What follows belongs to an exercise in optimizing a design on an open flow for small area and a short achievable clock period; a production flow would make more cautious choices.
RTL that was checked went through simulation tests only; none was proved equivalent to the original.
No functional check of the RTL was part of run 1.
Power and IR drop assume default switching activity.

==> design/flow/design.v <==
`timescale 1ns / 1ps
module RegisterUnit(
   input wire clock_i, reset_i,
   input wire enableA_i, enableB_i,
   input wire pwriteA_i, preadA_i, sreadA_i, pwriteB_i, preadB_i, sreadB_i,
   input wire [1:0] functionTypeA_i, functionTypeB_i,
   input wire [6:0] opcodeA_i, opcodeB_i,
   input wire [4:0] primOperandA_i, primOperandB_i,
   input wire [15:0] secOperandA_i, secOperandB_i,
   input wire flushBack_i,
   output reg enableA_o, enableB_o,
   output reg wbA_o, wbB_o,
   output reg [6:0] opCodeA_o, opCodeB_o,
   output reg [4:0] regAddrA_o, regAddrB_o,
   output reg [15:0] primOperandA_o, primOperandB_o,
   output reg [15:0] secOperandA_o, secOperandB_o,
   output reg [1:0] functionTypeA_o, functionTypeB_o,
   output reg [1:0] operationStatusA_o, operationStatusB_o,
   input wire wbA_i, wbB_i,
   input wire [4:0] wbAddrA_i, wbAddrB_i,
   input wire [15:0] wbValA_i, wbVAlB_i,
   input wire [1:0] operationStatusA_i, operationStatusB_i
   );
   reg enableA_ib, enableB_ib;
   reg pwriteA_ib, preadA_ib, sreadA_ib, pwriteB_ib, preadB_ib, sreadB_ib;
   reg [1:0] functionTypeA_ib, functionTypeB_ib;
   reg [6:0] opcodeA_ib, opcodeB_ib;
   reg [4:0] primOperandA_ib, primOperandB_ib;
   reg [15:0] secOperandA_ib, secOperandB_ib;
   reg wbA_ib, wbB_ib;
   reg [4:0] wbAddrA_ib, wbAddrB_ib;
   reg [15:0] wbValA_ib, wbVAlB_ib;
   reg [1:0] operationStatusA_ib, operationStatusB_ib;
   reg enableA_ob, enableB_ob;
   reg wbA_ob, wbB_ob;
   reg [6:0] opCodeA_ob, opCodeB_ob;
   reg [4:0] regAddrA_ob, regAddrB_ob;
   reg [15:0] primOperandA_ob, primOperandB_ob;
   reg [15:0] secOperandA_ob, secOperandB_ob;
   reg [1:0] functionTypeA_ob, functionTypeB_ob;
   reg [1:0] operationStatusA, operationStatusB;
   reg [15:0] regFile [0:31];
   wire frameA = functionTypeA_ib == 2'd3 &&
                 (opcodeA_ib == 7'd20 || opcodeA_ib == 7'd21 || opcodeA_ib == 7'd24);
   wire frameB = functionTypeB_ib == 2'd3 &&
                 (opcodeB_ib == 7'd20 || opcodeB_ib == 7'd21 || opcodeB_ib == 7'd24);
   wire moveA = enableA_ib && functionTypeA_ib == 2'd1 &&
                (opcodeA_ib == 7'd10 || opcodeA_ib == 7'd0) && pwriteA_ib;
   wire moveB = enableB_ib && functionTypeB_ib == 2'd1 &&
                (opcodeB_ib == 7'd10 || opcodeB_ib == 7'd0) && pwriteB_ib;
   wire normA = !frameA && !moveA;
   wire normB = !frameB && !moveB;
   wire [31:0] selPA, selSA, selPB, selSB;
   wire [15:0] rdPA, rdSA, rdPB, rdSB;
   genvar g, b;
   generate
      for (g = 0; g < 32; g = g + 1) begin : dec
         assign selPA[g] = primOperandA_ib == g;
         assign selSA[g] = sreadA_ib && secOperandA_ib[4:0] == g;
         assign selPB[g] = primOperandB_ib == g;
         assign selSB[g] = sreadB_ib && secOperandB_ib[4:0] == g;
      end
      for (b = 0; b < 16; b = b + 1) begin : col
         wire [31:0] c;
         for (g = 0; g < 32; g = g + 1) begin : cg
            assign c[g] = regFile[g][b];
         end
         ReadColumn uPA (.sel(selPA), .d(c), .y(rdPA[b]));
         ReadColumnX uSA (.sel(selSA), .d(c), .xs(!sreadA_ib), .x(secOperandA_ib[b]), .y(rdSA[b]));
         ReadColumn uPB (.sel(selPB), .d(c), .y(rdPB[b]));
         ReadColumnX uSB (.sel(selSB), .d(c), .xs(!sreadB_ib), .x(secOperandB_ib[b]), .y(rdSB[b]));
      end
   endgenerate
   wire [15:0] secValA = rdSA;
   wire [15:0] secValB = rdSB;
   generate
      for (g = 0; g < 32; g = g + 1) begin : row
         wire hWA = wbA_ib && wbAddrA_ib == g;
         wire hMA = moveA && primOperandA_ib == g;
         wire hWB = wbB_ib && wbAddrB_ib == g;
         wire hMB = moveB && primOperandB_ib == g;
         wire sMB = hMB;
         wire sWB = hWB && !hMB;
         wire sMA = hMA && !hWB && !hMB;
         wire sWA = hWA && !hMA && !hWB && !hMB;
         wire sH = !hWA && !hMA && !hWB && !hMB && !reset_i;
         wire [15:0] nxt;
         for (b = 0; b < 16; b = b + 1) begin : wbit
            WriteBit u (.s0(sWA), .d0(wbValA_ib[b]), .s1(sMA), .d1(secValA[b]),
                        .s2(sWB), .d2(wbVAlB_ib[b]), .s3(sMB), .d3(secValB[b]),
                        .s4(sH), .d4(regFile[g][b]), .y(nxt[b]));
         end
         always @(posedge clock_i)
            regFile[g] <= nxt;
      end
   endgenerate
   always @(posedge clock_i) begin
      enableA_ib <= enableA_i; enableB_ib <= enableB_i;
      pwriteA_ib <= pwriteA_i; preadA_ib <= preadA_i; sreadA_ib <= sreadA_i;
      pwriteB_ib <= pwriteB_i; preadB_ib <= preadB_i; sreadB_ib <= sreadB_i;
      functionTypeA_ib <= functionTypeA_i; functionTypeB_ib <= functionTypeB_i;
      opcodeA_ib <= opcodeA_i; opcodeB_ib <= opcodeB_i;
      primOperandA_ib <= primOperandA_i; primOperandB_ib <= primOperandB_i;
      secOperandA_ib <= secOperandA_i; secOperandB_ib <= secOperandB_i;
      wbA_ib <= wbA_i; wbB_ib <= wbB_i;
      wbAddrA_ib <= wbAddrA_i; wbAddrB_ib <= wbAddrB_i;
      wbValA_ib <= wbValA_i; wbVAlB_ib <= wbVAlB_i;
      operationStatusA_ib <= operationStatusA_i; operationStatusB_ib <= operationStatusB_i;
      if (wbA_ib) operationStatusA <= operationStatusA_ib;
      operationStatusB <= operationStatusB_ib;
      if (enableA_ib) begin
         enableA_ob <= normA;
         if (normA) begin
            if (preadA_ib) primOperandA_ob <= rdPA;
            secOperandA_ob <= secValA;
         end
      end
      if (enableB_ib) begin
         enableB_ob <= normB;
         if (normB) begin
            if (preadB_ib) primOperandB_ob <= rdPB;
            secOperandB_ob <= secValB;
         end
      end
      wbA_ob <= pwriteA_ib; wbB_ob <= pwriteB_ib;
      opCodeA_ob <= opcodeA_ib; opCodeB_ob <= opcodeB_ib;
      regAddrA_ob <= primOperandA_ib; regAddrB_ob <= primOperandB_ib;
      functionTypeA_ob <= functionTypeA_ib; functionTypeB_ob <= functionTypeB_ib;
      enableA_o <= enableA_ob; enableB_o <= enableB_ob;
      wbA_o <= wbA_ob; wbB_o <= wbB_ob;
      opCodeA_o <= opCodeA_ob; opCodeB_o <= opCodeB_ob;
      regAddrA_o <= regAddrA_ob; regAddrB_o <= regAddrB_ob;
      primOperandA_o <= primOperandA_ob; primOperandB_o <= primOperandB_ob;
      secOperandA_o <= secOperandA_ob; secOperandB_o <= secOperandB_ob;
      functionTypeA_o <= functionTypeA_ob; functionTypeB_o <= functionTypeB_ob;
      operationStatusA_o <= operationStatusA; operationStatusB_o <= operationStatusB;
   end
endmodule
module ReadColumn(input wire [31:0] sel, input wire [31:0] d, output wire y);
   wire [10:0] t;
   genvar i;
   generate
      for (i = 0; i < 10; i = i + 1) begin : g3
         AndOr3N u (.a0(d[3*i]), .s0(sel[3*i]), .a1(d[3*i+1]), .s1(sel[3*i+1]),
                    .a2(d[3*i+2]), .s2(sel[3*i+2]), .y(t[i]));
      end
   endgenerate
   assign t[10] = ~((d[30] & sel[30]) | (d[31] & sel[31]));
   assign y = ~(&t);
endmodule
module ReadColumnX(input wire [31:0] sel, input wire [31:0] d, input wire xs, x,
                  output wire y);
   wire [10:0] t;
   genvar i;
   generate
      for (i = 0; i < 10; i = i + 1) begin : g3
         AndOr3N u (.a0(d[3*i]), .s0(sel[3*i]), .a1(d[3*i+1]), .s1(sel[3*i+1]),
                    .a2(d[3*i+2]), .s2(sel[3*i+2]), .y(t[i]));
      end
   endgenerate
   AndOr3N u10 (.a0(d[30]), .s0(sel[30]), .a1(d[31]), .s1(sel[31]),
                .a2(x), .s2(xs), .y(t[10]));
   assign y = ~(&t);
endmodule
module AndOr3N(input wire a0, s0, a1, s1, a2, s2, output wire y);
   assign y = ~((a0 & s0) | (a1 & s1) | (a2 & s2));
endmodule
module WriteBit(input wire s0, d0, s1, d1, s2, d2, s3, d3, s4, d4, output wire y);
   assign y = (s0 & d0) | (s1 & d1) | (s2 & d2) | (s3 & d3) | (s4 & d4);
endmodule
==> design/flow/flow/run.sh <==
#!/bin/bash
# Standard ORFS layout with small port buffers and a clock tree without dummy loads.
# Each make run's output goes to a log of its own in this folder; ORFS's per-step
# logs are under orfs/logs/.
set -euo pipefail
bash standard.sh \
  "BUFFER_PORTS_ARGS=-buffer_cell sky130_fd_sc_hd__buf_1" \
  "CTS_ARGS=-sink_clustering_enable -repair_clock_nets -dont_use_dummy_load -sink_clustering_size 30 -sink_clustering_max_diameter 80" \
  finish > make_finish.log 2>&1
==> design/flow/standard.sh <==
#!/bin/bash
# synth_recipe.tcl (not shown) runs the flow's synth.tcl, then flattens the netlist and writes it again
# the make line also repeats each setting of config.mk as NAME=value (left out here)
make -C /OpenROAD-flow-scripts/flow DESIGN_CONFIG=/design/flow/config.mk WORK_HOME=/design/flow/orfs CLKGATE_MAP_FILE= SYNTH_SCRIPT=/design/flow/synth_recipe.tcl "${@:-finish}"
==> design/flow/config.mk <==
export PLATFORM = sky130hd
export DESIGN_NAME = RegisterUnit
export DESIGN_NICKNAME = RegisterUnit
export VERILOG_FILES = /design/flow/design.v
export SDC_FILE = /design/flow/constraint.sdc
export NUM_CORES = 4
export LEC_CHECK = 0
export CAP_MARGIN = 0
export CORE_MARGIN = 2
export CORE_UTILIZATION = 50
export SETUP_SLACK_MARGIN = 5
export SLEW_MARGIN = 0
export SYNTH_HIERARCHICAL = 1
==> design/flow/constraint.sdc <==
create_clock -name core_clock -period 8.0 [get_ports {clock_i}]
set_input_delay 1.6000 -clock core_clock [delete_from_list [all_inputs] [get_ports {clock_i}]]
set_output_delay 1.6000 -clock core_clock [all_outputs]
set_load 0.01 [all_outputs]
==> summary.md, run 1 <==
| Metric | Value |
|---|---|
| Status | did not finish |
| Simple-gate area share of the yosys netlist | 15.62% |
| Number of cell rows | 103 |
| Starting Density | roughly half |
| Ys async rst share | 0% |
| Leading area contributor after synthesis | dfxtp_1 |
| Top cell type's share of synthesized area | 37.99% |
| Die X | 287.0 µm |
| Cell with the most instances after synthesis | a222oi_1 |
| Post-Synthesis Cell Area | 40,050 µm² |
| Fail Step | 5_1_grt |
| # port buffers | between 200 and 250 |
| Synth area leaders | dfxtp_1, a222oi_1, a22oi_1 |
| CTS Root Cell | clkbuf_16 |
| Mapped Cells | roughly 4,000 |
| Largest family of logic cells by synthesized area | compound AO/OA/AOI/OAI gates |
| Synth Area in Adders | 0% |
| IO Pins | around 220 |
| Stop Error | [ERROR GRT-0232] Routing congestion too high. Check the congestion heatmap in the GUI. |
| Post-Synth XOR/XNOR Area | 0.06248% |
| Clk buf depth | 3 |
| Synth cell types | 51 |
| Total CTS buffers | 46 |
| Synth Area in Compound Gates | between 40% and 50% |
| Max H-tree Level | 2 |
| Synth Flop Type | dfxtp_1 |
| Yosys warns | 9 |
| Gpl congestion | 1.195 |
| All-Layer GR Usage | between 70 and 80% |
| Largest net degree at the start of global routing | 33 |
| Hold_buf cts | 0 |
| Dpl ws | between 3000 and 4000 ps |
| Die Ht | 287.0 µm |
| Clock sinks | 828 |
| EDFF count, synth | 68 |
| Register area share after synthesis | 43.09% |
| Syn avg cell area | 10.11 µm² |
| HPWL after detailed placement | 186,300 µm |
| Commonest cells post-synth | a222oi_1, dfxtp_1, nand2_1, a22oi_1, nor2_1 |
| Post-synthesis mux area share | 0% |
| Yosys reg bits | about 830 |
| Syn Nets | 4,079 |
| GRT overflow | 7 |
kinds of logic after synthesis:
group	count (synthesis)
AOI/OAI and AO/OA	1776
buffers and inverters	53
xor gates and xnor gates	2
and+or+nand+nor	1301
DFF	828
Yosys stat by module, one instance, submodules excluded:
| module | flops+latches | area (µm²) | cells inside |
|---|---|---|---|
| ReadColumn | 0 | 36.28 | 5 |
| RegisterUnit | 828 | 20510 | 1464 |
| AndOr3N | 0 | 10.01 | 1 |
| WriteBit | 0 | 21.27 | 3 |
| ReadColumnX | 0 | 23.77 | 4 |
per-stage QoR:
step	cell area, µm²	util (%)	hold slack (ps)	cells	total power, µW
2_1_floorplan	40260	-	309.6	3960	4904
3_3_place_gp	44700	56.50	310.0	5452	5476
3_5_place_dp	44700	56.50	313.2	5452	5496
4_1_cts	51480	65.05	336.8	5861	8172
power by group through the flow:
stage / registers [µW] / clock network (µW) / logic [µW]
after floorplan: 4580 / 0 / 328
after global placement: 4680 / 0 / 799
after detailed placement: 4690 / 0 / 811
after CTS: 4590 / 2430 / 1160
timing repair:
| action | 4_1_cts |
|---|---|
| pin swaps | 303 |
| buffers inserted | 311 |
| gates cloned | 52 |
| endpoints found under the setup margin | 576 |
| gates resized for setup | 519 |
metal layers:
metal	GRT overflow	global-route usage, %
met3	1	65.78
met5	0	49.53
met2	4	88.99
met1	2	79.08
met4	0	69.56
worst min path at each step:
stage                                    from  cells after the start  slack, ps                          end
3_3_place_gp   operationStatusB_ib[1]$_DFF_P_                      0        310  operationStatusB[1]$_DFF_P_
2_1_floorplan     functionTypeA_ob[0]$_DFF_P_                      0        310   functionTypeA_o[0]$_DFF_P_
3_5_place_dp           regAddrA_ob[1]$_DFF_P_                      0        310        regAddrA_o[1]$_DFF_P_
4_1_cts                regAddrB_ob[1]$_DFF_P_                      0        340        regAddrB_o[1]$_DFF_P_
==> run 2, diff against run 1 <==
--- a/design/flow/design.v
+++ b/design/flow/design.v
@@ -32,4 +32,6 @@
    reg [15:0] wbValA_ib, wbVAlB_ib;
    reg [1:0] operationStatusA_ib, operationStatusB_ib;
+   reg [3:0] secLoA_ib, secLoB_ib;
+   reg [7:0] secHiA_ib, secHiB_ib;
    reg enableA_ob, enableB_ob;
    reg wbA_ob, wbB_ob;
@@ -51,4 +53,6 @@
    wire normA = !frameA && !moveA;
    wire normB = !frameB && !moveB;
+   wire loadPA = enableA_ib && normA && preadA_ib;
+   wire loadPB = enableB_ib && normB && preadB_ib;
    wire [31:0] selPA, selSA, selPB, selSB;
    wire [15:0] rdPA, rdSA, rdPB, rdSB;
@@ -56,8 +60,8 @@
    generate
       for (g = 0; g < 32; g = g + 1) begin : dec
-         assign selPA[g] = primOperandA_ib == g;
-         assign selSA[g] = sreadA_ib && secOperandA_ib[4:0] == g;
-         assign selPB[g] = primOperandB_ib == g;
-         assign selSB[g] = sreadB_ib && secOperandB_ib[4:0] == g;
+         assign selPA[g] = loadPA && primOperandA_ib == g;
+         assign selSA[g] = secLoA_ib[g % 4] && secHiA_ib[g / 4];
+         assign selPB[g] = loadPB && primOperandB_ib == g;
+         assign selSB[g] = secLoB_ib[g % 4] && secHiB_ib[g / 4];
       end
       for (b = 0; b < 16; b = b + 1) begin : col
@@ -66,7 +70,7 @@
             assign c[g] = regFile[g][b];
          end
-         ReadColumn uPA (.sel(selPA), .d(c), .y(rdPA[b]));
+         ReadColumnX uPA (.sel(selPA), .d(c), .xs(!loadPA), .x(primOperandA_ob[b]), .y(rdPA[b]));
          ReadColumnX uSA (.sel(selSA), .d(c), .xs(!sreadA_ib), .x(secOperandA_ib[b]), .y(rdSA[b]));
-         ReadColumn uPB (.sel(selPB), .d(c), .y(rdPB[b]));
+         ReadColumnX uPB (.sel(selPB), .d(c), .xs(!loadPB), .x(primOperandB_ob[b]), .y(rdPB[b]));
          ReadColumnX uSB (.sel(selSB), .d(c), .xs(!sreadB_ib), .x(secOperandB_ib[b]), .y(rdSB[b]));
       end
@@ -103,4 +107,8 @@
       primOperandA_ib <= primOperandA_i; primOperandB_ib <= primOperandB_i;
       secOperandA_ib <= secOperandA_i; secOperandB_ib <= secOperandB_i;
+      secLoA_ib <= 4'd1 << secOperandA_i[1:0];
+      secLoB_ib <= 4'd1 << secOperandB_i[1:0];
+      secHiA_ib <= sreadA_i ? 8'd1 << secOperandA_i[4:2] : 8'd0;
+      secHiB_ib <= sreadB_i ? 8'd1 << secOperandB_i[4:2] : 8'd0;
       wbA_ib <= wbA_i; wbB_ib <= wbB_i;
       wbAddrA_ib <= wbAddrA_i; wbAddrB_ib <= wbAddrB_i;
@@ -112,5 +120,4 @@
          enableA_ob <= normA;
          if (normA) begin
-            if (preadA_ib) primOperandA_ob <= rdPA;
             secOperandA_ob <= secValA;
          end
@@ -119,5 +126,4 @@
          enableB_ob <= normB;
          if (normB) begin
-            if (preadB_ib) primOperandB_ob <= rdPB;
             secOperandB_ob <= secValB;
          end
@@ -127,4 +133,5 @@
       regAddrA_ob <= primOperandA_ib; regAddrB_ob <= primOperandB_ib;
       functionTypeA_ob <= functionTypeA_ib; functionTypeB_ob <= functionTypeB_ib;
+      primOperandA_ob <= rdPA; primOperandB_ob <= rdPB;
       enableA_o <= enableA_ob; enableB_o <= enableB_ob;
       wbA_o <= wbA_ob; wbB_o <= wbB_ob;
@@ -137,29 +144,32 @@
    end
 endmodule
-module ReadColumn(input wire [31:0] sel, input wire [31:0] d, output wire y);
-   wire [10:0] t;
+module ReadColumnX(input wire [31:0] sel, input wire [31:0] d, input wire xs, x,
+                   output wire y);
+   wire [7:0] t;
+   wire [3:0] n;
    genvar i;
    generate
-      for (i = 0; i < 10; i = i + 1) begin : g3
-         AndOr3N u (.a0(d[3*i]), .s0(sel[3*i]), .a1(d[3*i+1]), .s1(sel[3*i+1]),
-                    .a2(d[3*i+2]), .s2(sel[3*i+2]), .y(t[i]));
+      for (i = 0; i < 7; i = i + 1) begin : g4
+         AndOr4 u (.d(d[4*i+3:4*i]), .s(sel[4*i+3:4*i]), .y(t[i]));
+      end
+      for (i = 0; i < 4; i = i + 1) begin : g2
+         Nor2 u (.a(t[2*i]), .b(t[2*i+1]), .y(n[i]));
       end
    endgenerate
-   assign t[10] = ~((d[30] & sel[30]) | (d[31] & sel[31]));
-   assign y = ~(&t);
+   AndOr4X u7 (.d(d[31:28]), .s(sel[31:28]), .x(x), .xs(xs), .y(t[7]));
+   Nand4 uy (.a(n), .y(y));
 endmodule
-module ReadColumnX(input wire [31:0] sel, input wire [31:0] d, input wire xs, x,
-                  output wire y);
-   wire [10:0] t;
-   genvar i;
-   generate
-      for (i = 0; i < 10; i = i + 1) begin : g3
-         AndOr3N u (.a0(d[3*i]), .s0(sel[3*i]), .a1(d[3*i+1]), .s1(sel[3*i+1]),
-                    .a2(d[3*i+2]), .s2(sel[3*i+2]), .y(t[i]));
-      end
-   endgenerate
-   AndOr3N u10 (.a0(d[30]), .s0(sel[30]), .a1(d[31]), .s1(sel[31]),
-                .a2(x), .s2(xs), .y(t[10]));
-   assign y = ~(&t);
+module AndOr4(input wire [3:0] d, s, output wire y);
+   assign y = ~(~((d[0] & s[0]) | (d[1] & s[1])) & ~((d[2] & s[2]) | (d[3] & s[3])));
+endmodule
+module AndOr4X(input wire [3:0] d, s, input wire x, xs, output wire y);
+   assign y = ~(~((d[0] & s[0]) | (d[1] & s[1])) & ~((d[2] & s[2]) | (d[3] & s[3])) &
+                ~(x & xs));
+endmodule
+module Nor2(input wire a, b, output wire y);
+   assign y = ~(a | b);
+endmodule
+module Nand4(input wire [3:0] a, output wire y);
+   assign y = ~(&a);
 endmodule
 module AndOr3N(input wire a0, s0, a1, s1, a2, s2, output wire y);
--- a/design/flow/config.mk
+++ b/design/flow/config.mk
@@ -7,6 +7,9 @@
 export LEC_CHECK = 0
 export CAP_MARGIN = 0
+export CELL_PAD_IN_SITES_DETAIL_PLACEMENT = 1
+export CELL_PAD_IN_SITES_GLOBAL_PLACEMENT = 1
 export CORE_MARGIN = 2
-export CORE_UTILIZATION = 50
+export CORE_UTILIZATION = 33
+export PLACE_DENSITY = 0.42
 export SETUP_SLACK_MARGIN = 5
 export SLEW_MARGIN = 0
==> run 2 against run 1 <==
Against the previous run: now clean on timing, DRC and antenna; synthesized cell count is 23% higher; area after synthesis increased by 7.3%.
==> summary.md, run 2 <==
| Metric | Value |
|---|---|
| Max H-tree Level | 2 (unchanged) |
| Clk pwr share | 33.9% |
| Slew HR | 15.21% |
| Critical path endpoint category | register |
| Top cell type's share of synthesized area | 38.03% (about the same) |
| Commonest non-fill, non-tap cell in the layout | a22oi_1 |
| Cell with the most instances after synthesis | a22oi_1 |
| Max-cap viol count | 0 |
| Largest net degree at the start of global routing | 34 |
| Reg-to-reg slack, setup | 4900 ps |
| Number of global-route vias before repair | roughly 52,000 |
| Fmax | 0.3222 GHz |
| Layout cells sized above 1 | 16.52% |
| Leading area contributor after synthesis | dfxtp_1 |
| Clock latency (worst-skew pair) | 780 ps |
| Pwr dens | between 150 and 200 nW/µm² |
| Tightest Pin Transition | 1267 ps |
| Routed wire length | 342,800 µm |
| Clock sinks | 852 (+2.9%) |
| Number of flip-flops under the largest register name | 512 |
| Overall Power | 8738 µW |
| Syn avg cell area | 8.807 µm² (-13%) |
| Sequential power share | 53.3% |
| Ys async rst share | 0% (unchanged) |
| Switching share of power | approximately a third |
| Post-Synthesis Cell Area | 42,960 µm² (+7.3%) |
| CP Max Fanout | 25 |
| IO Pins | 219 (unchanged) |
| Peak VDD IR | around 0.00021 V |
| HPWL after detailed placement | 224,800 µm (+21%) |
| Max-slew violations | 0 |
| Clock Skew | around 110 ps |
| Unrepaired setup endpoints after global routing | true |
| Post-route cell area | 52,860 µm² |
| Syn Nets | 4,997 (+23%) |
| # port buffers | 217 (unchanged) |
| Share of power burned in combinational logic | about an eighth |
| EDFF count, synth | 36 (-47%) |
| Setup TNS | 0 ps |
| Int Power | 5968 µW |
| Via count | 55,620 |
| GRT overflow | 0 |
| Starting Density | 33.22% (-17 points) |
| Synth area leaders | dfxtp_1, a22oi_1, a222oi_1 |
| Dpl ws | 3547 ps (+389.0 ps) |
| Yosys reg bits | 852 (+2.9%) |
| Number of cell rows | 132 (+28%) |
| Clk buf depth | 3 (unchanged) |
| Register area share after synthesis | 40.54% (-2.5 points) |
| Drt pass-1 iters | 11 |
| Final-stage net count | around 5,600 |
| First DRT Iteration DRCs | 12,474 |
| CTS tree | built |
| Synth Flop Type | dfxtp_1 |
| Net Sw Power | roughly 2800 µW |
| Biggest register | regFile |
| Initial antenna violation count | 38 |
| WL per Instance | 47.17 µm |
| Tmin final | around 3100 ps |
| Commonest cells post-synth | a22oi_1, nand2_1, dfxtp_1, a222oi_1, nor2_1 |
| Pleak | between 0.02 and 0.025 µW |
| Core area | 129,300 µm² |
| Post-DP Area | 49,320 µm² (+10%) |
| All-Layer GR Usage | approximately half |
| Most frequent cells in the layout | a22oi_1, nand2_1, dfxtp_1, a222oi_1, buf_4 |
| Via density | 7.654 |
| Crit Path Class | reg2reg |
| Yosys warns | 9 (unchanged) |
| Critical path launch point type | register |
| Die Ht | 364.8 µm (+27%) |
| ANT nets after route | 0 |
| Status | finished clean |
| Reg clk slew, reported paths | 110 ps |
| Setup WS post-layout | 4896 ps |
| Die area | 133,100 µm² |
| Die X | 364.8 µm (+27%) |
| CTS Root Cell | clkbuf_16 |
| Synth cell types | 47 (-7.8%) |
| Area growth syn-to-layout | 23.05% |
| Worst EP required | between 8000 and 9000 ps |
| DRC | 0 |
| Hold Vio Cnt, Final | 0 |
| CP arrival | 3680 ps |
| Gpl congestion | 1.062 (-11%) |
| Fill cell count | 14,990 |
| Total CTS buffers | 60 (+30%) |
| Setup-failing EPs final | 0 |
| Hold crit path type | reg2reg |
| Mapped Cells | 4,878 (+23%) |
| First-pass GRT wire length | 452,900 µm |
| Final worst path period share | 38.80% |
-- run 2: cell types whose count changed after synthesis, moves of 34 or more --
cell / previous run / this run
and2_1: 4 / 66
nor2_1: 233 / 355
nand4_1: 143 / 68
a22oi_1: 512 / 1472
dfxtp_1: 760 / 816
nor3_1: 42 / 109
a222oi_1: 1184 / 576
nand2_1: 609 / 1094
or3_1: 36 / 0
nand3_1: 50 / 16
-- run 2: logic make-up (layout without fill, tap and decap cells) --
family          after synthesis  count (layout)  share of synthesized area [%]
xor+xnor                      2               2                        0.05826
other cells                   0              15                              0
compound gates             2084            2084                          39.71
simple gates               1888            1889                          19.10
buf+inv                      52             683                         0.5941
flops                       852             852                          40.54
-- run 2: layout make-up --
cell class	instances	area [µm²]	area share, %
clock buffer	60	1501	2.840
sequential	852	17490	33.08
antenna	15	37.54	0.07101
timing repair buffer	617	4239	8.019
tap	1742	2180	4.123
multi-input combinational	3975	27390	51.82
inverter	6	22.52	0.04260
-- run 2: what timing repair did --
action / 4_1_cts / 5_1_grt
endpoints found under the hold margin: 0 / 0
buffers inserted: 66 / 22
setup endpoints to repair: 577 / 516
resized for setup: 200 / 119
hold buffers: 0 / 0
pin swaps: 49 / 18
gates cloned: 1 / 1
-- run 2: routing by layer --
| layer | part of all wire, % | global-route usage (%) | vias up |
|---|---|---|---|
| li1 | - | - | 21830 |
| met1 | 37 | 62.37 | 27849 |
| met5 | 0.13 | 1.707 | - |
| met2 | 38 | 65.24 | 4817 |
| met4 | 9.5 | 39.18 | 26 |
| met3 | 15 | 19.81 | 1098 |
-- run 2: per-stage QoR --
| step | instances | util, % | hold WS [ps] |
|---|---|---|---|
| final | 7267 | 40.88 | 292.9 |
| after global routing | 7253 | 40.85 | 308.2 |
| after CTS | 7229 | 40.31 | 294.8 |
| after global placement | 7102 | 38.14 | 309.6 |
| after floorplan | 4878 | - | 309.6 |
| after detailed placement | 7102 | 38.14 | 313.5 |
-- run 2: Yosys stat by module, one instance, submodules excluded, a selection --
module | flops+latches | area (µm²) | copies in the design
AndOr4 | 0 | 18.77 | 448
Nor2 | 0 | 3.754 | 256
RegisterUnit | 852 | 20940 | 1
WriteBit | 0 | 21.27 | 512
Nand4 | 0 | 6.256 | 64
AndOr4X | 0 | 21.27 | 64
-- run 2: worst paths after layout --
| kind | end | depth (start not counted) | from |
|---|---|---|---|
| hold reg to reg | secOperandB_o[1]$_DFF_P_ | 0 | secOperandB_ob[1]$_DFFE_PP_ |
| hold / removal | secOperandB_o[1]$_DFF_P_ | 0 | secOperandB_ob[1]$_DFFE_PP_ |
| setup / recovery | regFile[5][8]$_DFF_P_ | 9 | secLoA_ib[3]$_SDFF_PN0_ |
| setup reg to reg | regFile[5][8]$_DFF_P_ | 9 | secLoA_ib[3]$_SDFF_PN0_ |
-- run 2: critical path, cell delays in order, from the launching register on --
cell     delay [ps]
dfxtp_2         490
and2_1          220
buf_4           230
a22oi_1         200
nand2_1         190
nor2_1          510
nand4_1         320
buf_4           380
a22oi_1         230
nand2_1          70
-- run 2: power groups by stage --
stage                     Combinational, µW  Sequential, µW  Clock [µW]
after floorplan                         306            4690           0
after global placement                  977            4730           0
after detailed placement                985            4730           0
after CTS                              1010            4640        2980
after global routing                   1090            4670        3130
final                                  1120            4660        2960
==> run 3, diff against run 2 <==
==> design/flow/flow/run.sh (replaced) <==
#!/bin/bash
# Standard ORFS layout with small port buffers, a clock tree without dummy loads,
# and timing repair aimed 5.1 ns below the clock period.
# The make run's output goes to make_finish.log in this folder; ORFS's per-step
# logs are under orfs/logs/.
set -euo pipefail
bash standard.sh \
  "BUFFER_PORTS_ARGS=-buffer_cell sky130_fd_sc_hd__buf_1" \
  "CTS_ARGS=-sink_clustering_enable -repair_clock_nets -dont_use_dummy_load -sink_clustering_size 24 -sink_clustering_max_diameter 70" \
  "SETUP_SLACK_MARGIN=5.1" \
  finish > make_finish.log 2>&1
--- a/design/flow/config.mk
+++ b/design/flow/config.mk
@@ -6,5 +6,5 @@
 export NUM_CORES = 4
 export LEC_CHECK = 0
-export CAP_MARGIN = 0
+export CAP_MARGIN = 10
 export CELL_PAD_IN_SITES_DETAIL_PLACEMENT = 1
 export CELL_PAD_IN_SITES_GLOBAL_PLACEMENT = 1
@@ -12,5 +12,4 @@
 export CORE_UTILIZATION = 33
 export PLACE_DENSITY = 0.42
-export SETUP_SLACK_MARGIN = 5
-export SLEW_MARGIN = 0
+export SLEW_MARGIN = 10
 export SYNTH_HIERARCHICAL = 1
==> run 3 against run 2 <==
Against the previous run: still clean; clock power increased by 28%; fmax up 1.5%; routed wire length increased by 3.4%; count of clock-buffer cells in the layout grew 30.
==> summary.md, run 3 <==
| Metric | Value |
|---|---|
| Cell depth of the worst hold path | 0 (unchanged) |
| Yosys warns | 9 (unchanged) |
| Synth Area in Adders | 0% (unchanged) |
| Via density | 7.799 (+1.9%) |
| Commonest non-fill, non-tap cell in the layout | a22oi_1 |
| All-Layer GR Usage | 50.91% (+1.6 points) |
| Fill cell count | 15,028 (+0.25%) |
| Reg clk slew, reported paths | 80 ps (-30 ps) |
| Register area | 17,540 µm² (+0.32%) |
| Critical path launch point type | register |
| Dpl ws | 3753 ps (+205.7 ps) |
| Final-stage net count | 5,708 (+1.4%) |
| Post-Synth XOR/XNOR Area | 0.05825% (unchanged) |
| Max-cap viol count | 0 (unchanged) |
| Hold Vio Cnt, Final | 0 (unchanged) |
| Synth area leaders | dfxtp_1, a22oi_1, a222oi_1 |
| Commonest cells post-synth | a22oi_1, nand2_1, dfxtp_1, a222oi_1, nor2_1 |
| Drt pass-1 iters | 14 (+3) |
| CTS Root Cell | clkbuf_16 |
| Clock latency (worst-skew pair) | 770 ps (about the same) |
| Area of the multi-input gates | 27,550 µm² (+0.58%) |
| Mapped Cells | 4,878 (unchanged) |
| Biggest register | regFile |
| Area growth syn-to-layout | 26.14% |
| Simple-gate area share of the yosys netlist | 19.10% (unchanged) |
| Status | finished clean |
| ANT nets after route | 0 (unchanged) |
| Final worst path period share | 38.22% (-0.58 points) |
| Max H-tree Level | 3 (+1) |
| Post-synthesis mux area share | 0% (unchanged) |
| Yosys reg bits | 852 (unchanged) |
| Setup TNS | 0 ps (unchanged) |
| Core area | 129,300 µm² (unchanged) |
| Pleak | 0.02171 µW (+3.0%) |
| HPWL after detailed placement | 231,900 µm (+3.2%) |
| Number of global-route vias before repair | 52,791 (+1.9%) |
| Die X | 364.8 µm (unchanged) |
| Clk buf depth | 3 (unchanged) |
| Leading area contributor after synthesis | dfxtp_1 |
| Fmax | 0.3271 GHz (+1.5%) |
| Unrepaired setup endpoints after global routing | true |
| Worst EP required | 8550 ps (-20 ps) |
| First DRT Iteration DRCs | 13,245 (+6.2%) |
| Largest family of logic cells by synthesized area | compound AO/OA/AOI/OAI gates |
| Starting Density | 33.22% (unchanged) |
| Pwr dens | 178.0 nW/µm² (+7.7%) |
| Synth Flop Type | dfxtp_1 |
| Number of cell rows | 132 (unchanged) |
| Hold crit path type | reg2reg |
| Most frequent cells in the layout | a22oi_1, nand2_1, dfxtp_1, a222oi_1, buf_4 |
| Critical path endpoint category | register |
| WL per Instance | 48.26 µm (+2.3%) |
| Worst r2r path cells | 8 (-1) |
| Setup-failing EPs final | 0 (unchanged) |
| Cell with the most instances after synthesis | a22oi_1 |
| Tmin final | 3057 ps (-46.55 ps) |
| GRT overflow | 0 (unchanged) |
| Clock sinks | 852 (unchanged) |
| Total CTS buffers | 90 (+50%) |
| CP Max Fanout | 16 (-36%) |
| Tightest Pin Transition | 1075 ps (-192.3 ps) |
| CTS tree | built |
| EDFF count, synth | 36 (unchanged) |
| IO Pins | 219 (unchanged) |
| Top cell type's share of synthesized area | 38.03% (unchanged) |
| Routed wire length | 354,400 µm (+3.4%) |
| Clock Skew | 115.4 ps (+7.336 ps) |
| DRC | 0 (unchanged) |
| Hold_buf cts | 0 (unchanged) |
| CP arrival | 3610 ps (-70 ps) |
| Via count | 57,269 (+3.0%) |
| # port buffers | 217 (unchanged) |
| Syn Nets | 4,997 (unchanged) |
| First-pass GRT wire length | 465,500 µm (+2.8%) |
| Synth Area in Compound Gates | 39.71% (unchanged) |
| Gpl congestion | 1.120 (+5.5%) |
| Number of flip-flops under the largest register name | 512 (unchanged) |
| Layout cells sized above 1 | 18.65% (+2.1 points) |
| Die area | 133,100 µm² (unchanged) |
| Largest net degree at the start of global routing | 36 (+5.9%) |
| Max-slew violations | 0 (unchanged) |
| Peak VDD IR | 0.0001853 V (-13%) |
| Slew HR | 28.34% (+13 points) |
| Synth cell types | 47 (unchanged) |
| Setup WS post-layout | 4943 ps (+46.55 ps) |
| Ys async rst share | 0% (unchanged) |
| Register area share after synthesis | 40.54% (unchanged) |
| Syn avg cell area | 8.807 µm² (unchanged) |
| Crit Path Class | reg2reg |
| Post-Synthesis Cell Area | 42,960 µm² (unchanged) |
| Initial antenna violation count | 33 (-13%) |
| Die Ht | 364.8 µm (unchanged) |
==> run 3: cell counts after synthesis <==
Identical to the previous run, type by type.
==> run 3: cell type report <==
class | count | share of cell area, %
well taps | 1742 | 4.022
flip-flops and latches | 852 | 32.38
diodes | 14 | 0.06465
clock buffers | 90 | 4.156
multi-input cells | 3975 | 50.85
repair buffers | 664 | 8.495
inverters | 6 | 0.04156
==> run 3: power by group <==
part           switching (µW)  internal [µW]
registers                 339           4440
clock network            1830           1960
logic                     851            228
==> run 3: stage by stage <==
step                      instance area, µm²  instances  utilization, %  power, µW  hold WS [ps]
after floorplan                        43150       4878               -       4998         309.6
after global placement                 49440       7130           38.23       5748         310.0
after detailed placement               49440       7130           38.23       5761         313.2
after CTS                              52970       7278           40.96       9496         308.2
after global routing                   54150       7329           41.88       9758         317.5
final                                  54190       7343           41.90       9644         315.7
==> run 3: cells by family (layout without fill, tap and decap cells) <==
logic type / after synthesis / after routing
AOI/OAI and AO/OA: 2084 / 2084
xor gates and xnor gates: 2 / 2
buffers and inverters: 52 / 760
DFF: 852 / 852
other: 0 / 14
and+or+nand+nor: 1888 / 1889
==> run 3: path summary, 6_finish.rpt <==
path	end	slack (ps)	startpoint
hold / removal	opCodeB_o[4]$_DFF_P_	320	opCodeB_ob[4]$_DFF_P_
setup reg to reg	primOperandA_ob[8]$_DFF_P_	4940	primOperandA_ib[3]$_DFF_P_
setup / recovery	primOperandA_ob[8]$_DFF_P_	4940	primOperandA_ib[3]$_DFF_P_
hold reg to reg	opCodeB_o[4]$_DFF_P_	320	opCodeB_ob[4]$_DFF_P_
==> run 3: worst max-delay path, stage by stage (launching register included) <==
cell and delay [ps]:
dfxtp_2 550, and2b_1 320, and2_0 300, nor4b_2 210, buf_4 240, a22oi_1 200
nand2_1 190, nor2_1 510, nand4_1 280
==> run 3: layer usage <==
layer  GRT usage, %  share of wire, %  vias up
li1               -                 -    22011
met1          63.59                37    28737
met2          67.15                38     5214
met3          22.74                15     1279
met4          39.54               9.7       28
met5         0.5810             0.079        -
==> run 3: modules after synthesis (local to each module, per instance), excerpt <==
module / area [µm²] / copies in the design / cells inside
Nand4: 6.256 / 64 / 1
WriteBit: 21.27 / 512 / 3
Nor2: 3.754 / 256 / 1
RegisterUnit: 20940 / 1 / 1486
AndOr4X: 21.27 / 64 / 3
AndOr4: 18.77 / 448 / 3
==> run 3: timing repair <==
| item | CTS | global route |
|---|---|---|
| endpoints found under the setup margin | 571 | 502 |
| cloned | 3 | 7 |
| buffers inserted | 55 | 44 |
| gates resized for setup | 212 | 206 |
| pin swaps | 44 | 49 |
==> run 4, diff against run 3 <==
--- a/design/flow/design.v
+++ b/design/flow/design.v
@@ -43,16 +43,25 @@
    reg [1:0] operationStatusA, operationStatusB;
    reg [15:0] regFile [0:31];
-   wire frameA = functionTypeA_ib == 2'd3 &&
-                 (opcodeA_ib == 7'd20 || opcodeA_ib == 7'd21 || opcodeA_ib == 7'd24);
-   wire frameB = functionTypeB_ib == 2'd3 &&
-                 (opcodeB_ib == 7'd20 || opcodeB_ib == 7'd21 || opcodeB_ib == 7'd24);
-   wire moveA = enableA_ib && functionTypeA_ib == 2'd1 &&
-                (opcodeA_ib == 7'd10 || opcodeA_ib == 7'd0) && pwriteA_ib;
-   wire moveB = enableB_ib && functionTypeB_ib == 2'd1 &&
-                (opcodeB_ib == 7'd10 || opcodeB_ib == 7'd0) && pwriteB_ib;
-   wire normA = !frameA && !moveA;
-   wire normB = !frameB && !moveB;
-   wire loadPA = enableA_ib && normA && preadA_ib;
-   wire loadPB = enableB_ib && normB && preadB_ib;
+   wire frameA_i = functionTypeA_i == 2'd3 &&
+                   (opcodeA_i == 7'd20 || opcodeA_i == 7'd21 || opcodeA_i == 7'd24);
+   wire frameB_i = functionTypeB_i == 2'd3 &&
+                   (opcodeB_i == 7'd20 || opcodeB_i == 7'd21 || opcodeB_i == 7'd24);
+   wire moveA_i = functionTypeA_i == 2'd1 && (opcodeA_i == 7'd10 || opcodeA_i == 7'd0) &&
+                  pwriteA_i;
+   wire moveB_i = functionTypeB_i == 2'd1 && (opcodeB_i == 7'd10 || opcodeB_i == 7'd0) &&
+                  pwriteB_i;
+   reg moveA, moveB;      
+   reg issueA, issueB;    
+   reg loadPA, loadPB;    
+   wire issueA_i = enableA_i && !frameA_i && !moveA_i;
+   wire issueB_i = enableB_i && !frameB_i && !moveB_i;
+   always @(posedge clock_i) begin
+      moveA <= enableA_i && moveA_i;
+      moveB <= enableB_i && moveB_i;
+      issueA <= issueA_i;
+      issueB <= issueB_i;
+      loadPA <= issueA_i && preadA_i;
+      loadPB <= issueB_i && preadB_i;
+   end
    wire [31:0] selPA, selSA, selPB, selSB;
    wire [15:0] rdPA, rdSA, rdPB, rdSB;
@@ -117,16 +126,8 @@
       if (wbA_ib) operationStatusA <= operationStatusA_ib;
       operationStatusB <= operationStatusB_ib;
-      if (enableA_ib) begin
-         enableA_ob <= normA;
-         if (normA) begin
-            secOperandA_ob <= secValA;
-         end
-      end
-      if (enableB_ib) begin
-         enableB_ob <= normB;
-         if (normB) begin
-            secOperandB_ob <= secValB;
-         end
-      end
+      if (enableA_ib) enableA_ob <= issueA;
+      if (issueA) secOperandA_ob <= secValA;
+      if (enableB_ib) enableB_ob <= issueB;
+      if (issueB) secOperandB_ob <= secValB;
       wbA_ob <= pwriteA_ib; wbB_ob <= pwriteB_ib;
       opCodeA_ob <= opcodeA_ib; opCodeB_ob <= opcodeB_ib;
==> design/flow/flow/run.sh (replaced) <==
#!/bin/bash
# Standard ORFS layout with small port buffers, a clock tree without dummy loads,
# and timing repair aimed 5.3 ns below the clock period.
# The make run's output goes to make_finish.log in this folder; ORFS's per-step
# logs are under orfs/logs/.
set -euo pipefail
bash standard.sh \
  "BUFFER_PORTS_ARGS=-buffer_cell sky130_fd_sc_hd__buf_1" \
  "CTS_ARGS=-sink_clustering_enable -repair_clock_nets -dont_use_dummy_load -sink_clustering_size 22 -sink_clustering_max_diameter 60" \
  "SETUP_SLACK_MARGIN=5.3" \
  finish > make_finish.log 2>&1
--- a/design/flow/config.mk
+++ b/design/flow/config.mk
@@ -6,5 +6,5 @@
 export NUM_CORES = 4
 export LEC_CHECK = 0
-export CAP_MARGIN = 10
+export CAP_MARGIN = 20
 export CELL_PAD_IN_SITES_DETAIL_PLACEMENT = 1
 export CELL_PAD_IN_SITES_GLOBAL_PLACEMENT = 1
@@ -12,4 +12,4 @@
 export CORE_UTILIZATION = 33
 export PLACE_DENSITY = 0.42
-export SLEW_MARGIN = 10
+export SLEW_MARGIN = 20
 export SYNTH_HIERARCHICAL = 1
==> run 4 against run 3 <==
Against the previous run: clock skew is 5.9 ps lower; still clean on timing, DRC and antenna; critical path depth is 2 higher; setup slack better by 78 ps; register-to-register slack better by 80 ps; area after synthesis is 0.29% lower; count of clock-buffer cells in the layout is 10 higher; via count is 1.7% lower; routed wire length is 2.8% lower.
==> summary.md, run 4 <==
| Metric | Value |
|---|---|
| Status | finished clean |
| Starting Density | 33.16% (-0.055 points) |
| Biggest register | regFile |
| EDFF count, synth | 36 (unchanged) |
| DRC | 0 (unchanged) |
| Yosys warns | 9 (unchanged) |
| Tightest Pin Transition | 1296 ps (+221.5 ps) |
| HPWL after detailed placement | 219,000 µm (-5.6%) |
| Layout cells sized above 1 | 21.81% (+3.2 points) |
| Die area | 132,700 µm² (-0.29%) |
| Die X | 364.3 µm (-0.15%) |
| Clk pwr share | 40.1% (+0.8 points) |
| Switching share of power | 30.12% (-1.2 points) |
| Number of cell rows | 132 (unchanged) |
| CP Max Fanout | 8 (-8) |
| Commonest cells post-synth | a22oi_1, nand2_1, dfxtp_1, a222oi_1, nor2_1 |
| Dpl ws | 3597 ps (-155.8 ps) |
| Worst EP required | 8560 ps (about the same) |
| Int Power | 6970 µW (+5.2%) |
| Fmax | 0.3356 GHz (+2.6%) |
| Synth area leaders | dfxtp_1, a22oi_1, a222oi_1 |
| Slew HR | 13.58% (-15 points) |
| Max-cap viol count | 0 (unchanged) |
| Synth cell types | 38 (-19%) |
| First-pass GRT wire length | 448,400 µm (-3.7%) |
| Final std cells w/o fill | 7,353 (+0.14%) |
| Yosys reg bits | 856 (+0.47%) |
| Area of the multi-input gates | 27,640 µm² (+0.31%) |
| Share of power burned in combinational logic | 12.8% (+1.6 points) |
| Net Sw Power | 3003 µW (-0.57%) |
| Via density | 7.654 (-1.9%) |
| Cell with the most instances after synthesis | a22oi_1 |
| Ys async rst share | 0% (unchanged) |
| Routed wire length | 344,300 µm (-2.8%) |
| Via count | 56,279 (-1.7%) |
| Number of global-route vias before repair | 52,356 (-0.82%) |
| Setup-failing EPs final | 0 (unchanged) |
| Drt pass-1 iters | 12 (-2) |
| Syn avg cell area | 8.837 µm² (+0.34%) |
| Hold crit path type | reg2reg |
| Clock Skew | 109.5 ps (-5.919 ps) |
| GRT overflow | 0 (unchanged) |
| Clock sinks | 856 (+0.47%) |
| Synth Area in Adders | 0% (unchanged) |
| Simple-gate area share of the yosys netlist | 18.34% (-0.76 points) |
| Overall Power | 9973 µW (+3.4%) |
| Critical path endpoint category | register |
| Total CTS buffers | 100 (+11%) |
| Register area share after synthesis | 40.85% (+0.31 points) |
| Syn Nets | 4,966 (-0.62%) |
| Unrepaired setup endpoints after global routing | true |
| Initial antenna violation count | 20 (-39%) |
| # port buffers | 217 (unchanged) |
| Max H-tree Level | 3 (unchanged) |
| Pleak | 0.02274 µW (+4.8%) |
| ANT nets after route | 0 (unchanged) |
| Most frequent cells in the layout | a22oi_1, nand2_1, dfxtp_1, a222oi_1, buf_4 |
| Hold Vio Cnt, Final | 0 (unchanged) |
| Pwr dens | 176.2 nW/µm² (-1.0%) |
| Final worst path period share | 37.24% (-0.97 points) |
| IO Pins | 219 (unchanged) |
| Largest net degree at the start of global routing | 34 (-5.6%) |
| Synth Flop Type | dfxtp_1 |
| Gpl congestion | 1.016 (-9.3%) |
| CTS tree | built |
| CTS Root Cell | clkbuf_16 |
| Peak VDD IR | 0.0001950 V (+5.3%) |
| Reg clk slew, reported paths | 80 ps (about the same) |
| Area growth syn-to-layout | 32.17% |
| Number of flip-flops under the largest register name | 512 (unchanged) |
| Final-stage net count | 5,720 (+0.21%) |
| Die Ht | 364.3 µm (-0.15%) |
| Sequential power share | 47.1% (-2.4 points) |
| Crit Path Class | reg2reg |
| Top cell type's share of synthesized area | 38.32% (+0.30 points) |
| Register area | 17,650 µm² (+0.62%) |
| Post-synthesis mux area share | 0% (unchanged) |
| Core area | 129,200 µm² (-0.13%) |
| Inst Count DP | 7,035 (-1.3%) |
| WL per Instance | 46.83 µm (-3.0%) |
| Setup TNS | 0 ps (unchanged) |
| First DRT Iteration DRCs | 12,524 (-5.4%) |
| Critical path launch point type | register |
| Synth Area in Compound Gates | 39.93% (+0.22 points) |
| CP arrival | 3540 ps (-70 ps) |
| Setup WS post-layout | 5020 ps (+77.73 ps) |
| Fill cell count | 14,703 (-2.2%) |
| Leading area contributor after synthesis | dfxtp_1 |
| Post-Synthesis Cell Area | 42,830 µm² (-0.29%) |
| Largest family of logic cells by synthesized area | compound AO/OA/AOI/OAI gates |
| Mapped Cells | 4,847 (-0.64%) |
| Commonest non-fill, non-tap cell in the layout | a22oi_1 |
| All-Layer GR Usage | 48.60% (-2.3 points) |
| Clk buf depth | 3 (unchanged) |
| Tmin final | 2980 ps (-77.73 ps) |
| Max-slew violations | 0 (unchanged) |
| Clock latency (worst-skew pair) | 780 ps (about the same) |
| Post-Synth XOR/XNOR Area | 0.04090% (-0.017 points) |
[run 4: cell types whose count changed in the layout (fill, tap and decap cells not counted), sizes merged, moves of 15 or more]
cell | previous run | this run
nor2 | 355 | 418
nor4 | 93 | 66
nand2 | 1094 | 1038
o21ai | 32 | 0
buf | 658 | 709
nor3 | 122 | 86
nand4b | 3 | 18
o22ai | 0 | 32
clkbuf | 96 | 116
[run 4: layout make-up]
type	count	share of cell area, %
multi-input combinational	3914	48.82
sequential	856	31.18
timing repair buffer	725	11.65
clock buffer	100	4.420
tap	1742	3.850
antenna	12	0.05304
inverter	4	0.02652
[run 4: cells by family after synthesis]
| family | count (synthesis) |
|---|---|
| flops | 856 |
| buf+inv | 77 |
| compound gates | 2082 |
| simple gates | 1830 |
| xor+xnor | 2 |
[run 4: stage by stage]
step,instance area (µm²),hold WS [ps],utilization [%]
after floorplan,43330,309.6,-
after global placement,49110,309.7,38.03
after detailed placement,49180,313.2,38.08
after CTS,54530,315.1,42.22
after global routing,56590,315.9,43.82
final,56610,315.7,43.83
[run 4: critical path: stages, from the launching register on]
cell and delay [ps]:
dfxtp_4 380, and2_4 180, buf_12 160, a222oi_1 440, nand2_1 220, nor2_4 340, nand4_1 210, buf_12 240
buf_16 200, a222oi_1 280, nand2_1 90
[run 4: per-layer routing]
metal	up-vias	routed length (µm)	global-route usage [%]
met4	18	33780	38.50
met3	1221	52610	21.34
met5	-	364	0.3994
met1	28194	122800	58.31
met2	4917	134700	67.00
li1	21929	-	-
[run 4: power by group through the flow]
stage	clock network (µW)	registers [µW]	logic (µW)
3_5_place_dp	0	4770	946
2_1_floorplan	0	4700	328
4_1_cts	4010	4680	1060
5_1_grt	4150	4700	1240
6_report	4000	4700	1270
3_3_place_gp	0	4770	936
[run 4: timing repair]
action | in CTS | in global routing
setup buffers | 115 | 66
resized for setup | 468 | 246
pin swaps | 89 | 91
endpoints found under the setup margin | 674 | 602
gates cloned | 5 | 19
hold buffers | 0 | 0
[run 4: path summary, 6_finish.rpt]
kind	start	end	slack, ps	depth (start not counted)
max	secLoB_ib[3]$_SDFF_PN0_	regFile[4][15]$_DFF_P_	5020	10
min	opcodeA_ib[3]$_DFF_P_	opCodeA_ob[3]$_DFF_P_	320	0
max reg2reg	secLoB_ib[3]$_SDFF_PN0_	regFile[4][15]$_DFF_P_	5020	10
min reg2reg	opcodeA_ib[3]$_DFF_P_	opCodeA_ob[3]$_DFF_P_	320	0
[run 4: modules after synthesis, one instance, submodules excluded, a selection]
| module | area (µm²) | cells inside | copies in the design | flops+latches |
|---|---|---|---|---|
| AndOr4 | 18.77 | 3 | 448 | 0 |
| AndOr4X | 21.27 | 3 | 64 | 0 |
| Nand4 | 6.256 | 1 | 64 | 0 |
| Nor2 | 3.754 | 1 | 256 | 0 |
| RegisterUnit | 20810 | 1455 | 1 | 856 |
| WriteBit | 21.27 | 3 | 512 | 0 |
==> run 5, diff against run 4 <==
--- a/design/flow/design.v
+++ b/design/flow/design.v
@@ -79,7 +79,7 @@
             assign c[g] = regFile[g][b];
          end
-         ReadColumnX uPA (.sel(selPA), .d(c), .xs(!loadPA), .x(primOperandA_ob[b]), .y(rdPA[b]));
+         ReadColumnS uPA (.sel(selPA), .d(c), .xs(!loadPA), .x(primOperandA_ob[b]), .y(rdPA[b]));
          ReadColumnX uSA (.sel(selSA), .d(c), .xs(!sreadA_ib), .x(secOperandA_ib[b]), .y(rdSA[b]));
-         ReadColumnX uPB (.sel(selPB), .d(c), .xs(!loadPB), .x(primOperandB_ob[b]), .y(rdPB[b]));
+         ReadColumnS uPB (.sel(selPB), .d(c), .xs(!loadPB), .x(primOperandB_ob[b]), .y(rdPB[b]));
          ReadColumnX uSB (.sel(selSB), .d(c), .xs(!sreadB_ib), .x(secOperandB_ib[b]), .y(rdSB[b]));
       end
@@ -174,4 +174,18 @@
    assign y = ~(&a);
 endmodule
+module ReadColumnS(input wire [31:0] sel, input wire [31:0] d, input wire xs, x,
+                   output wire y);
+   wire [10:0] t;
+   genvar i;
+   generate
+      for (i = 0; i < 10; i = i + 1) begin : g3
+         AndOr3N u (.a0(d[3*i]), .s0(sel[3*i]), .a1(d[3*i+1]), .s1(sel[3*i+1]),
+                    .a2(d[3*i+2]), .s2(sel[3*i+2]), .y(t[i]));
+      end
+   endgenerate
+   AndOr3N u10 (.a0(d[30]), .s0(sel[30]), .a1(d[31]), .s1(sel[31]),
+                .a2(x), .s2(xs), .y(t[10]));
+   assign y = ~(&t);
+endmodule
 module AndOr3N(input wire a0, s0, a1, s1, a2, s2, output wire y);
    assign y = ~((a0 & s0) | (a1 & s1) | (a2 & s2));
==> design/flow/flow/run.sh (replaced) <==
#!/bin/bash
# Standard ORFS layout with small port buffers and a clock tree without dummy loads.
# Each make run's output goes to a log of its own in this folder; ORFS's per-step
# logs are under orfs/logs/.
set -euo pipefail
bash standard.sh \
  "BUFFER_PORTS_ARGS=-buffer_cell sky130_fd_sc_hd__buf_1" \
  "CTS_ARGS=-sink_clustering_enable -repair_clock_nets -dont_use_dummy_load -sink_clustering_size 24 -sink_clustering_max_diameter 70" \
  finish > make_finish.log 2>&1
--- a/design/flow/config.mk
+++ b/design/flow/config.mk
@@ -6,5 +6,5 @@
 export NUM_CORES = 4
 export LEC_CHECK = 0
-export CAP_MARGIN = 20
+export CAP_MARGIN = 10
 export CELL_PAD_IN_SITES_DETAIL_PLACEMENT = 1
 export CELL_PAD_IN_SITES_GLOBAL_PLACEMENT = 1
@@ -12,4 +12,5 @@
 export CORE_UTILIZATION = 33
 export PLACE_DENSITY = 0.42
-export SLEW_MARGIN = 20
+export SETUP_SLACK_MARGIN = 5
+export SLEW_MARGIN = 10
 export SYNTH_HIERARCHICAL = 1
==> run 5 against run 4 <==
Against the previous run: total power decreased by 6.4%; flip-flop and latch count unchanged; sequential share of layout area increased by 3.0 points; sequential power about the same; register-to-register slack got worse by 480 ps; clock skew decreased by 24 ps; critical endpoint is now primOperandA_ob[5]$_DFF_P_; largest cell class unchanged; highest routed layer unchanged.
==> summary.md, run 5 <==
| Metric | Value |
|---|---|
| Biggest register | regFile |
| First-pass GRT wire length | 460,200 µm (+2.6%) |
| Fmax | 0.2892 GHz (-14%) |
| Initial antenna violation count | 48 (+140%) |
| Ys async rst share | 0% (unchanged) |
| ANT nets after route | 0 (unchanged) |
| Number of flip-flops under the largest register name | 512 (unchanged) |
| Dpl ws | 3827 ps (+230.3 ps) |
| Leading area contributor after synthesis | dfxtp_1 |
| Routed wire length | 355,800 µm (+3.3%) |
| Unrepaired setup endpoints after global routing | true |
| Critical path launch point type | register |
| Post-DP Area | 46,980 µm² (-4.5%) |
| DRC | 0 (unchanged) |
| Die Ht | 358.8 µm (-1.5%) |
| Status | finished clean |
| Hold Vio Cnt, Final | 0 (unchanged) |
| Cell with the most instances after synthesis | a22oi_1 |
| Critical path endpoint category | register |
| Crit Path Class | reg2reg |
| Hold crit path type | reg2reg |
| Synth Flop Type | dfxtp_1 |
| Clock Skew | 85.52 ps (-23.97 ps) |
| Fill cell count | 14,190 (-3.5%) |
| Max-cap viol count | 0 (unchanged) |
| Final worst path period share | 43.22% (+6.0 points) |
| Max-slew violations | 0 (unchanged) |
| CP arrival | 4040 ps (+500 ps) |
| Yosys reg bits | 856 (unchanged) |
| Tmin final | 3458 ps (+478.1 ps) |
| CP Max Fanout | 7 (-1) |
| Syn avg cell area | 9.445 µm² (+6.9%) |
| CP dominant cell by count | buf_12 |
| Number of global-route vias before repair | 50,057 (-4.4%) |
| Gpl congestion | 1.148 (+13%) |
| Final-stage net count | 5,158 (-9.8%) |
| Pleak | 0.01950 µW (-14%) |
| Setup-failing EPs final | 0 (unchanged) |
| Reg clk slew, reported paths | 80 ps (about the same) |
| Clock sinks | 856 (unchanged) |
| Critical Path Max Stage Delay | 790 ps (+350 ps) |
| WL per Instance | 53.02 µm (+13%) |
| Layout cells sized above 1 | 17.29% (-4.5 points) |
| Slew HR | 6.206% (-7.4 points) |
| IO Pins | 219 (unchanged) |
| Slowest cell on crit path | a222oi_1 |
| Core area | 125,200 µm² (-3.0%) |
| Total CTS buffers | 77 (-23%) |
| Register area share after synthesis | 42.11% (+1.3 points) |
| All-Layer GR Usage | 51.82% (+3.2 points) |
| Synth area leaders | dfxtp_1, a222oi_1, a22oi_1 |
| CTS tree | built |
| Commonest non-fill, non-tap cell in the layout | a22oi_1 |
| Die area | 128,800 µm² (-3.0%) |
| Synth cell types | 38 (unchanged) |
| Number of cell rows | 130 (-1.5%) |
| Clk buf depth | 3 (unchanged) |
| Post-route cell area | 51,400 µm² (-9.2%) |
| Via count | 55,452 (-1.5%) |
| Critical path, cell by cell | buf_12, or2_4, buf_12, or3_4, nor3_4, buf_6, a222oi_1, nand4_1, or3_1 |
| Area growth syn-to-layout | 23.71% |
| Mapped Cells | 4,399 (-9.2%) |
| Setup TNS | 0 ps (unchanged) |
| GRT overflow | 0 (unchanged) |
| EDFF count, synth | 36 (unchanged) |
| Via density | 8.263 (+8.0%) |
| Largest net degree at the start of global routing | 34 (unchanged) |
| Hold_buf cts | 0 (unchanged) |
| Final Util | 41.04% (-2.8 points) |
| # port buffers | 217 (unchanged) |
| Setup WS post-layout | 4542 ps (-478.1 ps) |
| Tightest Pin Transition | 1407 ps (+110.6 ps) |
| Worst EP required | 8580 ps (+20 ps) |
| Syn Nets | 4,518 (-9.0%) |
| Starting Density | 33.17% (about the same) |
| Post-Synthesis Cell Area | 41,550 µm² (-3.0%) |
| Drt pass-1 iters | 17 (+5) |
| CTS Root Cell | clkbuf_16 |
| Top cell type's share of synthesized area | 39.51% (+1.2 points) |
| First DRT Iteration DRCs | 16,552 (+32%) |
| Most frequent cells in the layout | a22oi_1, a222oi_1, nand2_1, dfxtp_1, buf_4 |
| Max H-tree Level | 3 (unchanged) |
| Commonest cells post-synth | a22oi_1, a222oi_1, dfxtp_1, nand2_1, nor2_1 |
| Clock latency (worst-skew pair) | 740 ps (-40 ps) |
| Yosys warns | 9 (unchanged) |
| Peak VDD IR | 0.0002306 V (+18%) |
| Die X | 358.8 µm (-1.5%) |
| HPWL after detailed placement | 238,800 µm (+9.1%) |
| Pwr dens | 181.6 nW/µm² (+3.1%) |
## run 5: final cells by class
| class | instances | area (µm²) | area share (%) |
|---|---|---|---|
| diodes | 24 | 60.06 | 0.1168 |
| clock buffers | 77 | 1927 | 3.749 |
| inverters | 4 | 18.77 | 0.03651 |
| multi-input cells | 3467 | 25310 | 49.24 |
| flip-flops and latches | 856 | 17580 | 34.20 |
| well taps | 1650 | 2064 | 4.016 |
| repair buffers | 633 | 4444 | 8.646 |
## run 5: layer usage
| layer | GRT usage, % | vias to the layer above | wire length, µm |
|---|---|---|---|
| li1 | - | 20822 | - |
| met1 | 60.95 | 27371 | 121800 |
| met2 | 74.24 | 5710 | 143300 |
| met3 | 22.30 | 1523 | 54790 |
| met4 | 39.21 | 26 | 35640 |
| met5 | 0.5919 | - | 245 |
## run 5: report_power, final
group | internal (µW) | switching (µW) | total [µW]
Sequential | 4460 | 252 | 4710
Combinational | 240 | 962 | 1200
Clock | 1690 | 1740 | 3420
Total | 6390 | 2950 | 9340
## run 5: worst paths after layout
path / cells past startpoint / slack, ps / endpoint / from
max: 9 / 4540 / primOperandA_ob[5]$_DFF_P_ / primOperandA_ib[1]$_DFF_P_
min: 0 / 310 / operationStatusB_o[0]$_DFF_P_ / operationStatusB[0]$_DFF_P_
max reg2reg: 9 / 4540 / primOperandA_ob[5]$_DFF_P_ / primOperandA_ib[1]$_DFF_P_
min reg2reg: 0 / 310 / operationStatusB_o[0]$_DFF_P_ / operationStatusB[0]$_DFF_P_
## run 5: cell families (layout without fill, tap and decap cells)
logic type / after synthesis / after routing / share of synthesized area (%)
xor gates and xnor gates: 2 / 2 / 0.04217
AOI/OAI and AO/OA: 1922 / 1922 / 40.20
buffers and inverters: 77 / 714 / 0.8642
and+or+nand+nor: 1542 / 1543 / 16.79
DFF: 856 / 856 / 42.11
other: 0 / 24 / 0
## run 5: per-module statistics from Yosys, one instance, submodules excluded, excerpt
module        cells  copies in the design  flops+latches
WriteBit          3                   512              0
RegisterUnit   1455                     1            856
Nand4             1                    32              0
ReadColumnS       4                    32              0
AndOr4X           3                    32              0
Nor2              1                   128              0
## run 5: repair_timing
action	CTS	global route
cloned	1	8
buffers inserted	56	74
pin swaps	89	88
resized for setup	200	144
setup endpoints to repair	568	519
## run 5: worst max-delay path, delay by kind of cell (launching register included)
kind,cells,cell delay (ps)
buf+inv,3,410
flops,1,350
compound gates,1,790
simple gates,5,1760
## run 5: through the flow
step	hold slack, ps	instances	total power, µW
6_report	313.6	6711	9337
5_1_grt	321.8	6697	9415
4_1_cts	307.9	6601	9159
3_5_place_dp	313.5	6467	5801
3_3_place_gp	309.8	6467	5785
2_1_floorplan	309.6	4399	5019

afterwards: timing with drivers on the ports:
The results above use ideal ports. As a check the final layouts listed here were re-extracted and re-timed, cells and wires unchanged.
Step 1 (the two cells are an assumption about what drives the block):
set clk [get_ports {clock_i}]
set_driving_cell -lib_cell sky130_fd_sc_hd__clkbuf_16 $clk
set_driving_cell -lib_cell sky130_fd_sc_hd__buf_2 [delete_from_list [all_inputs] $clk]
Step 2 also shifts input and output timing later by t, the mid clock arrival at the registers, as if the neighbouring blocks saw the same clock.
Slacks: ideal / step 1 / step 2; pairs: ideal / step 1.
run	t (ns)	setup WS [ns]	slew at the worst register clock pin (ns)
run 2	0.806	4.896 / 4.896 / 4.420	0.12 / 0.12
run 3	0.797	4.943 / 4.943 / 4.451	0.09 / 0.09
run 4	0.811	5.020 / 5.020 / 4.586	0.08 / 0.08
run 5	0.778	4.542 / 4.542 / 4.255	0.09 / 0.09
After both steps setup and hold are still met in every run listed. The setup slack of run 3, which loses most, moves by 0.000 ns with the drivers and by -0.492 ns with both steps.
